This is an optimization exercise on Yosys and OpenROAD, whose aim is small area, a short achievable clock period and few clock cycles, not a production implementation. In this exercise RTL edits were held to simulation tests only and were not proved equivalent to the original.

// M2
module M2 (
	input  logic        Clock_50,
	input  logic        Resetn,
	input  logic [15:0] SRAM_read_data,
	input  logic        M2_start,
	output logic        SRAM_we_n,
	output logic        M2_done,
	output logic [15:0] SRAM_write_data,
	output logic [17:0] SRAM_address
);
Size in the first run: roughly 11000 cells after synthesis, ~55 I/O pins, ~140000 sq um of cells after synthesis.
export LEC_CHECK = 0
export CAP_MARGIN = 20
export CORE_MARGIN = 2
export CORE_UTILIZATION = 40
export CTS_CLUSTER_DIAMETER = 70
export CTS_CLUSTER_SIZE = 30
export SLEW_MARGIN = 20
export SYNTH_MEMORY_MAX_BITS = 4096
create_clock -name core_clock -period 12.0 [get_ports {Clock_50}]
standard.sh (not shown) runs the stock make flow with config.mk's settings and CLKGATE_MAP_FILE= SYNTH_SCRIPT=/design/flow/synth_recipe.tcl, a recipe that flattens the netlist after the stock synthesis.
==> flow/flow/run.sh <==
#!/bin/bash
# The standard layout, with timing repair aiming at 8.2 ns of setup slack
# instead of 0.  The clock period and constraints are the standard flow's.
set -euo pipefail
bash standard.sh SETUP_SLACK_MARGIN=8.2 finish > standard.log 2>&1
Testbench counts at the start, summed over its fixed seeds: cycles 1,383,204.
Rerun with:
==> flow/flow/run.sh (replaced) <==
#!/bin/bash
# The standard layout, with timing repair aiming at 8.15 ns of setup slack
# instead of 0.  The clock period and constraints are the standard flow's.
set -euo pipefail
bash standard.sh SETUP_SLACK_MARGIN=8.15 finish > standard.log 2>&1
Settings changed: CORE_UTILIZATION 40 to 45, CTS_CLUSTER_DIAMETER 70 to 60, CTS_CLUSTER_SIZE 30 to 35.
Wire length is about the same.
Via count grows by 0.44%.
Core utilization is higher by 5.7 points.
Final cell count drops by about 3%.
Fmax came out higher by 1.3%.
Register-to-register slack barely changes.
Die area falls by about 11%.


Setup of run 1:
Starting RTL as in the previous note.
Settings: LEC_CHECK=0, CAP_MARGIN=20, CORE_MARGIN=2, CORE_UTILIZATION=40, CTS_CLUSTER_DIAMETER=70, CTS_CLUSTER_SIZE=30, PLACE_DENSITY_LB_ADDON=0.2, SLEW_MARGIN=20, SYNTH_MEMORY_MAX_BITS=4096; clock period 12.0 ns.
==> flow/flow/run.sh <==
#!/bin/bash
# The standard layout, with timing repair aiming at 8.1 ns of setup slack
# instead of 0.  The clock period and constraints are the standard flow's.
set -euo pipefail
bash standard.sh SETUP_SLACK_MARGIN=8.1 finish > standard.log 2>&1
Testbench counts of run 1, summed over its fixed seeds: cycles 1,383,204.
--- input diff run 1..run 2 ---
==> flow/flow/run.sh <==
#!/bin/bash
# The standard layout, with timing repair aiming at 8.15 ns of setup slack
# instead of 0.  The clock period and constraints are the standard flow's.
set -euo pipefail
bash standard.sh SETUP_SLACK_MARGIN=8.15 finish > standard.log 2>&1
--- a/flow/config.mk
+++ b/flow/config.mk
@@ -10 +10 @@
-export CORE_UTILIZATION = 40
+export CORE_UTILIZATION = 42
@@ -13 +12,0 @@
-export PLACE_DENSITY_LB_ADDON = 0.2
Every stage of the flow completed for run 2, and the final layout passed the timing, DRC and antenna checks. On total number of placement rows: run 2 sits below run 1. | starting density of the core | lower: run 1 |. Summary of the comparison: aggregate global-route resource usage is higher in run 2, relative to run 1.
The following lists how run 3 was set up differently from run 2:
--- a/flow/config.mk
+++ b/flow/config.mk
@@ -10 +10 @@
-export CORE_UTILIZATION = 42
+export CORE_UTILIZATION = 45
Findings:
- Wire: run 3 routes less than run 2
- Of run 3 and run 2, the run reporting the higher area added between synthesis and finish was run 2.
- In terms of worst hold margin, run 2 and run 3 differ only marginally.
- Of the two candidates, run 2 has the better via count and run 3 the worse one.
- On number of cells on the worst reg-to-reg path: between run 3 and run 2, it ends up higher for run 3.
- Changes observed in run 3 relative to run 2: latest clock arrival within the worst-skew pair went down, area taken by multi-input logic gates ~0 delta, final standard cell area without fillers shows a reduction of about 0.37%.
- The aggregate global-route resource usage in run 3 was higher than what run 2 gave.

## re-timing with driven ports
Ports are ideal in the flow. The routed layouts listed here were re-timed in OpenROAD.
Step 1 sets driving cells, clkbuf_16 on the clock port and buf_2 on the other inputs (assumed; they add their load-dependent delay and slew).
Step 2 moves the port delays by t, midway between the first and last clock arrival at a register: inputs arrive t later, outputs are due t later. That takes back most of the time a late clock gives input paths.
Three values: ideal, step 1, step 2; two values: the first two.
| run | shift t [ns] | setup WS [ns] | hold WS [ns] | worst setup path at the end | worst slew at a driven data input, ns |
|---|---|---|---|---|---|
| the first run of note 1 | 1.005 | 8.048 / 7.947 / 8.090 | 0.376 / 0.376 / 0.376 | input, reset recovery | 0.06 |
| the second run of note 1 | 1.016 | 8.100 / 7.999 / 8.190 | 0.353 / 0.353 / 0.353 | register to register | 0.07 |
| run 1 | 1.015 | 8.101 / 7.999 / 8.130 | 0.369 / 0.369 / 0.369 | input, reset recovery | 0.05 |
| run 2 | 1.014 | 8.004 / 7.908 / 8.100 | 0.356 / 0.356 / 0.356 | input, reset recovery | 0.07 |
| run 3 | 0.966 | 8.138 / 8.043 / 8.249 | 0.357 / 0.357 / 0.357 | register to register | 0.07 |
After both steps setup and hold are still met in every run listed. The worst setup slack also covers recovery checks on asynchronous resets.
